Source: an optimization exercise on an open RTL-to-GDS flow (aim: small area and a short achievable clock period). Production flows keep margins and buffers that such runs may drop. The RTL was checked by simulation tests, not by an equivalence proof against the original design. Power and IR drop assume default switching activity.

[constraint.sdc]
create_clock -name core_clock -period 9.0 [get_ports {clk}]
set_input_delay 1.8000 -clock core_clock [delete_from_list [all_inputs] [get_ports {clk}]]
set_output_delay 1.8000 -clock core_clock [all_outputs]
set_load 0.01 [all_outputs]
[config.mk]
export PLATFORM = sky130hd
export DESIGN_NAME = pipelined_regfile_4stage
export DESIGN_NICKNAME = pipelined_regfile_4stage
export VERILOG_FILES = /design/flow/design.v
export SDC_FILE = /design/flow/constraint.sdc
export NUM_CORES = 4
export LEC_CHECK = 0
export CAP_MARGIN = 20
export CORE_MARGIN = 2
export CORE_UTILIZATION = 40
export PLACE_DENSITY = 0.6
export SLEW_MARGIN = 20
[design.v]
`timescale 1ns / 10ps
`timescale 1ns / 10ps
module PC1(
       clk,
		 rst,       
		 nextPC,		 
		 currPC);
		 input clk,rst;		 
		 input [16 - 1:0]nextPC;		  
		 output reg [16 - 1:0]currPC;
always @( posedge clk)
begin
if (rst) begin
	 currPC <= 16'h0000;
	end else begin
	 currPC <= nextPC;
	end
end
endmodule	
`timescale 1ns / 10ps
module control(
  input [3:0] inst, 
  output reg wen,
  output reg mem_read,
  output reg mem_write,
  output reg regDst,
  output reg ALUSrc,
  output reg MemToReg,
  output reg branch,
  output reg jump,
  output reg jr,
  output reg jal,
  output reg [3:0] aluop
  );
  always@(*)
 	 begin
		wen = 1;
		mem_read = 0;
		mem_write = 0;
		regDst = 0;
		ALUSrc = 0;
		MemToReg = 1;
		branch = 0;
		aluop = inst[3:0];
		jump=0;
		jr=0;
		jal=0;
		if(aluop==4'b1000)  
		begin
			ALUSrc = 1;
			mem_read = 1;
			MemToReg = 0;
		end
		if(aluop==4'b1001)  
		begin
			wen = 0;
			ALUSrc = 1;
			wen = 0;
			mem_write = 1;
			regDst = 1;
		end
		if(aluop==4'b0100|aluop==4'b0101) 
		begin
			ALUSrc = 1;
		end
		if(aluop==4'b1010) 
		begin
			wen = 0;
			branch = 1;
			regDst = 1;
		end
		if(aluop==4'b1011) 
		begin
			wen = 0;
			jump = 1;
		end
		if(aluop==4'b1100) 
		begin
			wen = 0;
			jr = 1;
		end
		if(aluop==4'b1101) 
		begin
			wen = 1;
			jr = 1;
			jal = 1;
		end
	end
endmodule
`timescale 1ns / 10ps
module regfile (
	clk,
	rst,
	wen,
	raddr1, 
	raddr2, 
	waddr, 
	wdata, 
	rdata1,
	rdata2
	);
	input clk;
	input rst;
	input wen;
	input [4-1:0] raddr1; 
	input [4-1:0] raddr2; 
	input [4-1:0] waddr; 
	input [16-1:0] wdata; 
	output [16-1:0] rdata1;
	output [16-1:0] rdata2;
	reg [16-1:0] regdata [0:16-1];
integer i;
	always@(posedge clk)
		begin
			if(rst)
				begin
					for (i=0; i<16; i=i+1)
						regdata[i] <=0;
					regdata[0] <=6; 
					regdata[1] <=66; 
					regdata[2] <=0; 
					regdata[3] <=3; 
					regdata[7] <=0; 
					regdata[8] <=66; 
				end
			else
				regdata[waddr] <= ((wen == 1)) ? wdata : regdata[waddr];
		end
	assign rdata1 = ((wen) && (waddr == raddr1)) ? wdata : regdata[raddr1];
	assign rdata2 = ((wen) && (waddr == raddr2)) ? wdata : regdata[raddr2];
endmodule 
`timescale 1ns / 10ps
module ID_EXE_stage (
	input  clk,  rst, wen_in1, mem_read_in, mem_write_in, mem_to_reg_in, jal_in,
	input [16-1:0] rdata1_in,
	input [16-1:0] rdata2_in1,
	input [16-1:0] rdata2_in2,
	input [16-1:0] imm_in,
	input [3:0] opcode_in,
	input [4-1:0]waddr_in, 
	input [16-1:0]nPC_in,
	input branch_in,
	output reg wen_out1, mem_read_out, mem_write_out, mem_to_reg_out, jal_out,
	output reg [16-1:0] rdata1_out,
	output reg [16-1:0] rdata2_out1,
	output reg [16-1:0] rdata2_out2,
	output reg [16-1:0] imm_out,
	output reg [3:0] opcode_out,
	output reg[4-1:0]waddr_out,
	output reg [16-1:0]nPC_out,
	output reg branch_out
	);
always @ (posedge clk) begin
	if(rst)
	begin
		wen_out1<=0;
		mem_read_out<=0;
		mem_write_out<=0;
		mem_to_reg_out<=0;
		waddr_out <= 0;
		rdata1_out <= 0;
		rdata2_out1 <= 0;
		rdata2_out2 <= 0;
		imm_out<=0;
		opcode_out<=0;
		nPC_out<=0;
		branch_out<=0;
		jal_out<=0;
	end
   else
	begin
		wen_out1<=wen_in1;
		mem_read_out<=mem_read_in;
		mem_write_out<=mem_write_in;
		mem_to_reg_out<=mem_to_reg_in;
		waddr_out <= waddr_in;
		rdata1_out <= rdata1_in;
		rdata2_out1 <= rdata2_in1;
		rdata2_out2 <= rdata2_in2;
		imm_out<=imm_in;
		opcode_out<=opcode_in;
		nPC_out<=nPC_in;
		branch_out<=branch_in;
		jal_out<=jal_in;
	end
end
endmodule
`timescale 1ns / 10ps
module alu(
   a,    
   b,    
   op,    
   imm,    
   out,    
	zero    
   );
   input [16-1:0] a, b;
   input [3:0] op;
   input [16-1:0] imm;
   output reg [16-1:0] out;
   output reg zero;
always @(a or b or op or imm)
begin
   case(op)
       4'b0000: out = a+b;
       4'b0001: out = a - b;
       4'b0010: out = a & b;
       4'b0011: out = a^b;
       4'b0100: out = a << imm;
       4'b0101: out = a >> imm;
       4'b0110: out = a<=b;
       4'b0111: out = a*b;
       4'b1000: out = a + imm;
		 4'b1001: out = a + imm;
		 4'b1010: out = a - b;
       default: out = 0;
   endcase
	if(out==0)
		zero=1;
	else
		zero=0;
end
endmodule
`timescale 1ns / 1ps
`timescale 1ns / 10ps
module EXE_DM_stage(
    input clk, rst, wen_in2, mem_read_in, mem_write_in, mem_to_reg_in, jal_in,
	 input [4-1:0] waddr_in, 
	 input [16-1:0] aluout_in,
	 input [16-1:0] read_data2_in,
    input [16-1:0] nPC_in,
	 output reg wen_out2, mem_read_out, mem_write_out, mem_to_reg_out, jal_out, 
	 output reg[4-1:0] waddr_out,
	 output reg[16-1:0] aluout_out,
	 output reg[16-1:0] read_data2_out,
	 output reg[16-1:0] nPC_out
    );
always@(posedge clk)
begin
	if(rst)
	begin
		wen_out2<=0;
		mem_read_out<=0;
		mem_write_out<=0;
		mem_to_reg_out<=0;
		waddr_out<=0;
		aluout_out<=0;
		read_data2_out<=0;
		jal_out<=0;
		nPC_out<=0;
	end
	else begin
		wen_out2<=wen_in2;
		mem_read_out<=mem_read_in;
		mem_write_out<=mem_write_in;
		mem_to_reg_out<=mem_to_reg_in;
		waddr_out<=waddr_in;
		aluout_out<=aluout_in;
		read_data2_out<=read_data2_in;
		jal_out<=jal_in;
		nPC_out<=nPC_in;
	end
end
endmodule
`timescale 1ns / 1ps
`timescale 1ns / 10ps
module DM_WB_stage(
    input clk, rst, MemtoReg_in, wen_in, jal_in,
    input [16-1:0] aluout_in,
    input [4-1:0] waddr_in,
	 input [16-1:0] dm_in,
	 input [16-1:0] nPC_in,
	 output reg [16-1:0] dm_out,
    output reg wen_out, jal_out,
    output reg MemtoReg_out,
    output reg [16-1:0]aluout_out,
    output reg [4-1:0] waddr_out,
	 output reg [16-1:0] nPC_out
    );
always @(posedge clk)
begin
	if(rst)
	begin
		wen_out<=0;
		MemtoReg_out<=0;
		aluout_out<=0;			
		waddr_out<=0;
		dm_out<=0;
		jal_out<=0;
		nPC_out<=0;
	end
	else
	begin
		dm_out<=dm_in;
		wen_out<=wen_in;
		MemtoReg_out<=MemtoReg_in;
		aluout_out<=aluout_in;
		waddr_out<=waddr_in;
		jal_out<=jal_in;
		nPC_out<=nPC_in;
	end
end
endmodule
`timescale 1ns / 1ps
`timescale 1ns / 10ps
module pipelined_regfile_4stage(clk, rst, imem_addr, imem_rdata, dmem_addr, dmem_wdata, dmem_we, dmem_rdata, wb_en, wb_addr, wb_data);
input clk;
input rst;
output [16-1:0] imem_addr;
input [16-1:0] imem_rdata;
output [16-1:0] dmem_addr;
output [16-1:0] dmem_wdata;
output dmem_we;
input [16-1:0] dmem_rdata;
output wb_en;
output [4-1:0] wb_addr;
output [16-1:0] wb_data;
wire [16-1:0] dm_out_DM_WB; 
wire [16-1:0] aluout_DM_WB; 
wire [4-1:0] waddr_out_DM_WB; 
wire [16-1:0] PCOUT;
wire [16-1:0] rdata1;
wire [16-1:0] rdata1_ID_EXE;
wire [16-1:0] rdata2;
wire [16-1:0] rdata2_ID_EXE_mux;
wire [16-1:0] rdata2_ID_EXE_pure;
wire [16-1:0] res;
wire [16-1:0] INST;
wire [3:0] aluop;
wire [3:0] aluop_ID_EXE;
wire [4-1:0] waddr_out_ID_EXE;
wire [16-1:0] aluout;
wire [4-1:0] waddr_out_EXE_DM;
wire [16-1:0] aluout_EXE_DM;
wire branch_out_ID_EXE;
wire [16-1:0]PCIN;
wire [16-1:0]nPC_out_ID_EXE;
wire [16-1:0]nPC_out_EXE_DM;
wire [16-1:0]nPC_out_DM_WB;
wire mem_read;
wire mem_read_ID_EXE;
wire mem_read_EXE_DM;
wire PCSrc;  
wire branch_cont;  
wire reg_dst;
wire alu_src;
wire jump;
wire jump_reg;
wire jal;
wire jal_ID_EXE;
wire jal_EXE_DM;
wire jal_DM_WB;
wire mem_write;
wire mem_write_ID_EXE;
wire mem_write_EXE_DM;
wire mem_to_reg;
wire mem_to_reg_ID_EXE;
wire mem_to_reg_EXE_DM;
wire MemtoReg_DM_WB; 
wire zero_out;  
wire [16-1:0] imm;
wire [16-1:0] imm_ID_EXE;
wire wen;
wire wen_out_ID_EXE;
wire wen_out_EXE_DM;
wire wen_out_DM_WB; 
wire [16-1:0] rdata2_EXE_DM;
wire [16-1:0] dm_data_out;
wire [4-1:0] read_addr2;
wire [16-1:0] alu_input2;
wire [16-1:0] write_data_reg;
wire [16-1:0] write_data_mux;
wire [16-1:0] PC_value;
wire [16-1:0] PC_value_mux;
wire [16-1:0] PC_value_jump;
wire [16-1:0] PC_value_jump_reg;
wire [4-1:0] waddr_mux;
assign PCSrc=(branch_out_ID_EXE)&&(zero_out);  
assign PCIN = PCOUT + 16'b1;  
assign PC_value = (PCSrc==1) ? (res):(PCIN); 
assign PC_value_jump = {{PCOUT[15:12]},{INST[11:0]}}; 
assign PC_value_mux=(jump==1) ? PC_value_jump : PC_value; 
assign PC_value_jump_reg = (jump_reg==1) ? rdata1 : PC_value_mux; 
assign write_data_mux = (jal_DM_WB==1) ? nPC_out_DM_WB : write_data_reg; 
assign read_addr2=(reg_dst==1)? INST[11:8]: INST[3:0];  
assign imm={{12{INST[3]}}, {{INST[3:0]}}};
assign alu_input2=(alu_src==1)?imm:rdata2;
assign res=imm_ID_EXE+nPC_out_ID_EXE;  
assign write_data_reg=(MemtoReg_DM_WB==1)? (aluout_DM_WB) : (dm_out_DM_WB);  
assign waddr_mux=(jal_DM_WB==1)? 4'b1111 : waddr_out_DM_WB;
PC1 pc(.clk(clk), .rst(rst), .nextPC(PC_value_jump_reg), .currPC(PCOUT)); 
assign imem_addr = PCOUT;
assign INST = imem_rdata;
assign dmem_addr = aluout_EXE_DM;
assign dmem_wdata = rdata2_EXE_DM;
assign dmem_we = mem_write_EXE_DM;
assign dm_data_out = (mem_read_EXE_DM==1'b1) ? dmem_rdata : 16'b0;
assign wb_en = wen_out_DM_WB;
assign wb_addr = waddr_mux;
assign wb_data = write_data_mux;
control C0 (.inst(INST[15:12]), .wen(wen), .aluop(aluop), .mem_read(mem_read), .mem_write(mem_write), .regDst(reg_dst), .ALUSrc(alu_src), .MemToReg(mem_to_reg), .branch(branch_cont), .jump(jump), .jr(jump_reg), .jal(jal));
regfile  RF0 (.clk(clk), .rst(rst), .wen(wen_out_DM_WB), .raddr1(INST[7:4]), .raddr2(read_addr2), .waddr(waddr_mux), .wdata(write_data_mux), .rdata1(rdata1), .rdata2(rdata2)); 
ID_EXE_stage PIPE1(.clk(clk), .rst(rst), .wen_in1(wen), .nPC_in(PCIN), .mem_read_in(mem_read), .mem_write_in(mem_write), .mem_to_reg_in(mem_to_reg), .jal_in(jal), .rdata1_in(rdata1), .rdata2_in1(alu_input2), .rdata2_in2(rdata2), .imm_in(imm),.opcode_in(aluop), .waddr_in(INST[11:8]), .wen_out1(wen_out_ID_EXE), .mem_read_out(mem_read_ID_EXE), .mem_write_out(mem_write_ID_EXE), .mem_to_reg_out(mem_to_reg_ID_EXE), .jal_out(jal_ID_EXE), .waddr_out(waddr_out_ID_EXE), .imm_out(imm_ID_EXE), .rdata1_out(rdata1_ID_EXE), .rdata2_out1(rdata2_ID_EXE_mux), .rdata2_out2(rdata2_ID_EXE_pure),.nPC_out(nPC_out_ID_EXE), .opcode_out(aluop_ID_EXE),.branch_in(branch_cont),.branch_out(branch_out_ID_EXE));
alu ALU0(.a(rdata1_ID_EXE), .b(rdata2_ID_EXE_mux), .op(aluop_ID_EXE), .imm(imm_ID_EXE), .out(aluout),.zero(zero_out)); 
EXE_DM_stage PIPE2(.clk(clk), .rst(rst), .wen_in2(wen_out_ID_EXE), .mem_read_in(mem_read_ID_EXE), .mem_write_in(mem_write_ID_EXE), .mem_to_reg_in(mem_to_reg_ID_EXE), .jal_in(jal_ID_EXE), .nPC_in(nPC_out_ID_EXE), .waddr_in(waddr_out_ID_EXE), .aluout_in(aluout), .read_data2_in(rdata2_ID_EXE_pure), .wen_out2(wen_out_EXE_DM), .mem_read_out(mem_read_EXE_DM), .mem_write_out(mem_write_EXE_DM), .mem_to_reg_out(mem_to_reg_EXE_DM), .jal_out(jal_EXE_DM), .nPC_out(nPC_out_EXE_DM),.waddr_out(waddr_out_EXE_DM), .aluout_out(aluout_EXE_DM), .read_data2_out(rdata2_EXE_DM));
DM_WB_stage PIPE3(.clk(clk), .rst(rst), .MemtoReg_in(mem_to_reg_EXE_DM), .wen_in(wen_out_EXE_DM), .jal_in(jal_EXE_DM), .nPC_in(nPC_out_EXE_DM), .aluout_in(aluout_EXE_DM), .waddr_in(waddr_out_EXE_DM), .dm_in(dm_data_out), .dm_out(dm_out_DM_WB), .wen_out(wen_out_DM_WB), .jal_out(jal_DM_WB), .nPC_out(nPC_out_DM_WB), .MemtoReg_out(MemtoReg_DM_WB), .aluout_out(aluout_DM_WB), .waddr_out(waddr_out_DM_WB));
endmodule
[run.sh]
#!/bin/bash
# synth_recipe.tcl (not shown) runs the flow's synth.tcl, then flattens the netlist and writes it again
# the make line also repeats each setting of config.mk as NAME=value (left out here)
make -C /OpenROAD-flow-scripts/flow DESIGN_CONFIG=/design/flow/config.mk WORK_HOME=/design/flow/orfs CLKGATE_MAP_FILE= SYNTH_SCRIPT=/design/flow/synth_recipe.tcl finish
==> flow_metrics.env <==
export IMPL_status="timing/DRC/antenna clean"
export IMPL_ys_warn_count=7
export IMPL_chipWidth_um=271
export IMPL_grt_pass1_wl_um=144000
export IMPL_io_pins=104
export IMPL_htreeDepth=2
export IMPL_path_clk_slew_ns=0.07
export IMPL_drt_pass1_iter_count=5
export IMPL_fin_crit_ns=7.45
export IMPL_worst_pin_slew_ns=1.17
export IMPL_rows=97
export IMPL_hold_class="reg2reg"
export IMPL_dieArea_um2=73400
export IMPL_crit_path_end_kind="flip-flop"
export IMPL_vdd_ir_drop_max_mv=0.141
export IMPL_finalWorstSetupSlack_ns=1.55
export IMPL_seqCellArea_um2=11900
export IMPL_synth_seq_cells=466
export IMPL_path_class="reg2reg"
export IMPL_r2r_cells=20
export IMPL_drt_iter0_markers=2412
export IMPL_hpwl_um=71700
export IMPL_gp_congestion=0.935
export IMPL_start_util_pct=40.5
export IMPL_syn_mean_instance_area_um2=10.8
export IMPL_synthArstFlopShare_pct=0
export IMPL_post_cts_resized=0
export IMPL_dpl_worst_slack_ns=1.72
export IMPL_crit_path_end="pc.currPC[9]"
export IMPL_num_vias=21600
export IMPL_synth_cell_types=92
export IMPL_dp_cells=3560
export IMPL_syn_to_final_growth_pct=13.0
export IMPL_core_region_area_um2=70300
export IMPL_cp_startpoint="PIPE1.rdata1_out[0]"
export IMPL_synthFlopType="edfxtp_1"
export IMPL_fp_dieH_um=271
export IMPL_gr_total_overflow=0
export IMPL_clockPowerShare_pct=37.0
export IMPL_switching_share_pct=30.0
export IMPL_drtAntennaViolNets=0
export IMPL_worstPathArrival_ns=7.97
export IMPL_cts_sinks=466
export IMPL_p_seq_share_pct=41.6
export IMPL_drt_wl_total_um=98400
export IMPL_port_buffers=103
export IMPL_internal_power_uw=4120
export IMPL_drv_cap=0
export IMPL_cts_tree="yes"
export IMPL_rsz0062_at_grt="false"
export IMPL_placed_area_um2=30400
export IMPL_remaining_drc_errors=0
export IMPL_slew_headroom_pct=21.6
export IMPL_timing_rr_start="PIPE1.rdata1_out[0]"
export IMPL_max_freq_mhz=134
export IMPL_fin_tns_setup_ns=0
export IMPL_fillers=6465
export IMPL_drive_gt1_share_pct=12.4
export IMPL_postSynthCellCount=2644
export IMPL_cts_buffer_depth=3
export IMPL_yosysTopAreaCellShare_pct=27.0
export IMPL_worstReg2RegEnd="pc.currPC[9]"
export IMPL_syn_num_nets=2873
export IMPL_pwr_density_cell_nw_per_um2=183
export IMPL_finalInstanceArea_um2=32200
export IMPL_synth_edf_count=256
export IMPL_syn_area_um2=28500
export IMPL_cts_setup_buffers=0
export IMPL_nNetsFinal=2902
export IMPL_drt_wirelength_per_cell_um=26.9
export IMPL_grt_antenna_before_repair=8
export IMPL_yosysTopAreaCell="edfxtp_1"
export IMPL_grt_pass1_vias=21300
export IMPL_reg2reg_setup_slack_ns=1.55
export IMPL_fin_crit_sh_pct=82.8
export IMPL_numCtsBuffers=51
export IMPL_multi_input_area_um2=15200
export IMPL_cts_root_buf="clkbuf_16"
export IMPL_required_ns=9.52
export IMPL_grtUsageTotal_pct=26.5
export IMPL_final_cells=3659
export IMPL_hold_viol=0
export IMPL_synth_seq_area_share_pct=41.8
export IMPL_cp_max_fo=12
export IMPL_power_switching_uw=1760
export IMPL_postCtsHoldBufs=0
export IMPL_skew_ns=0.0307
export IMPL_pwr_share_comb_pct=21.4
export IMPL_synth_top_cells_by_area="edfxtp_1 27%, dfxtp_1 15%, mux4_2 12%"
export IMPL_final_max_slew_viol_count=0
export IMPL_worstSetupStartpointType="flip-flop"
export IMPL_leakagePower_uw=0.0122
export IMPL_grt_max_degree=80
export IMPL_via_per_inst=5.90
export IMPL_clk_latency_ns=0.62
export IMPL_setup_viol=0
cells in the mapped netlist (all sizes together), types with 9 or more instances:
master and count:
nor2 373, edfxtp 256, nand2 216, dfxtp 210
inv 175, mux4 155, clkbuf 132, ha 112
nor2b 108, and2 83, fa 83, a21oi 72
mux2i 72, xnor2 58, buf 53, o21ai 52
a21o 39, a211oi 38, nand2b 38, nand3 32
xor2 29, nor3 26, o21a 24, a31oi 16
o22ai 16, a221oi 12, a311o 11, and3 11
nor4 11, a22oi 9, nand4 9, or3 9
worst min path at each step:
stage / from / to / cells past startpoint
2_1_floorplan: PIPE1.jal_out / PIPE2.jal_out / 1
3_3_place_gp: PIPE1.waddr_out[3] / PIPE2.waddr_out[3] / 1
3_5_place_dp: PIPE1.rdata2_out2[4] / PIPE2.read_data2_out[4] / 1
4_1_cts: PIPE1.rdata2_out2[4] / PIPE2.read_data2_out[4] / 1
5_1_grt: PIPE1.rdata2_out2[4] / PIPE2.read_data2_out[4] / 1
6_report: PIPE1.rdata2_out2[4] / PIPE2.read_data2_out[4] / 1
power groups by stage:
stage	sequential [uW]	clock, uW	combinational (uW)
global placement	2490	0	1230
finish	2450	2170	1260
floorplan	2450	0	822
detailed placement	2490	0	1230
CTS	2450	2190	1240
global route	2460	2260	1350
registers in the layout, summed over array words and instances (netlist names), 4 cells and up:
signal and count:
PIPE1.imm_out 4, PIPE3.nPC_out 16, PIPE2.read_data2_out 16, RF0.regdata 256
pc.currPC 16, PIPE3.waddr_out 4, PIPE1.opcode_out 4, PIPE2.nPC_out 16
PIPE2.aluout_out 16, PIPE1.rdata1_out 16, PIPE2.waddr_out 4, PIPE3.dm_out 16
PIPE1.rdata2_out2 16, PIPE1.nPC_out 16, PIPE1.rdata2_out1 16, PIPE3.aluout_out 16
PIPE1.waddr_out 4
routing by layer:
layer  vias to the layer above  global-route usage (%)  share of wire [%]
met5                         -                       0              0.053
met4                         8                    12.5                5.3
met3                       214                    7.31                 11
met2                      1109                    39.4                 44
met1                     10900                    35.9                 40
li1                       9392                       -                  -
cell families (layout without fill, tap and decap cells):
family	after synthesis	after routing	share of synthesized area, %
simple gates	937	937	15.4
buf+inv	361	431	5.10
compound gates	364	364	9.16
flops	466	466	41.8
fa+ha+maj	195	195	10.8
mux	233	233	15.1
other cells	0	5	0
xor+xnor	88	88	2.75
placed cells by master (no fill, tap or decap), drive strengths merged, types with 7 or more instances in the layout:
cell type and n:
nor2 373, edfxtp 256, nand2 216, dfxtp 210, inv 182, mux4 155
ha 112, nor2b 108, clkdlybuf4s50 100, and2 83, fa 83, clkbuf 75
a21oi 72, mux2i 72, buf 61, xnor2 58, o21ai 52, a21o 39
nand2b 38, a211oi 38, nand3 32, xor2 29, nor3 26, o21a 24
o22ai 16, a31oi 16, a221oi 12, and3 11, a311o 11, nor4 11
clkinv 10, nand4 9, or3 9, a22oi 9, o211ai 8, a311oi 7
worst max-delay path: stages, from the launching register on:
cell      delay (ns)
dfxtp_1         0.87
inv_1           0.47
nor2_1          0.33
ha_1            0.29
ha_1            0.30
fa_1            0.45
fa_1            0.49
inv_1           0.05
fa_1            0.45
fa_1            0.40
xnor2_1         0.19
xnor2_1         0.15
xnor2_1         0.15
xnor2_1         0.15
xnor3_1         0.48
xnor2_1         0.28
o21ai_0         0.18
a221oi_2        0.46
and4_1          0.63
mux2_2          0.39
o21ai_0         0.15
layout make-up:
cell class              count  area share (%)
well taps                 940            3.65
inverters                 176            2.05
clock buffers              75            4.79
diodes                      5          0.0389
repair buffers            161            4.62
multi-input cells        1817            47.3
clock inverters            19           0.626
flip-flops and latches    466            37.0
metrics by stage:
stage / total power (uW) / util, % / hold WS (ns)
floorplan: 3270 / - / 0.414
global placement: 3720 / 43.3 / 0.417
detailed placement: 3720 / 43.3 / 0.421
CTS: 5880 / 45.8 / 0.435
global route: 6070 / 45.8 / 0.445
finish: 5880 / 45.8 / 0.433

## re-timing with driven ports
The flow's constraints put no driver on any port. The routed layout listed below was extracted and timed again, unchanged, in two steps.
Step 1 (the two cells are an assumption about what drives the block):
set clk [get_ports {clk}]
set_driving_cell -lib_cell sky130_fd_sc_hd__clkbuf_16 $clk
set_driving_cell -lib_cell sky130_fd_sc_hd__buf_2 [delete_from_list [all_inputs] $clk]
Step 2 moves the port delays by t, midway between the first and last clock arrival at a register: inputs arrive t later, outputs are due t later. That takes back most of the time a late clock gives input paths.
Three values: ideal, step 1, step 2; two values: the first two.
shift t [ns]: 0.667
setup WS [ns]: 1.546 / 1.546 / 1.546
worst hold slack (ns): 0.433 / 0.433 / 0.433
After both steps setup and hold are still met in this run. The setup slack of this run moves by 0.000 ns with the drivers and by 0.000 ns with both steps.
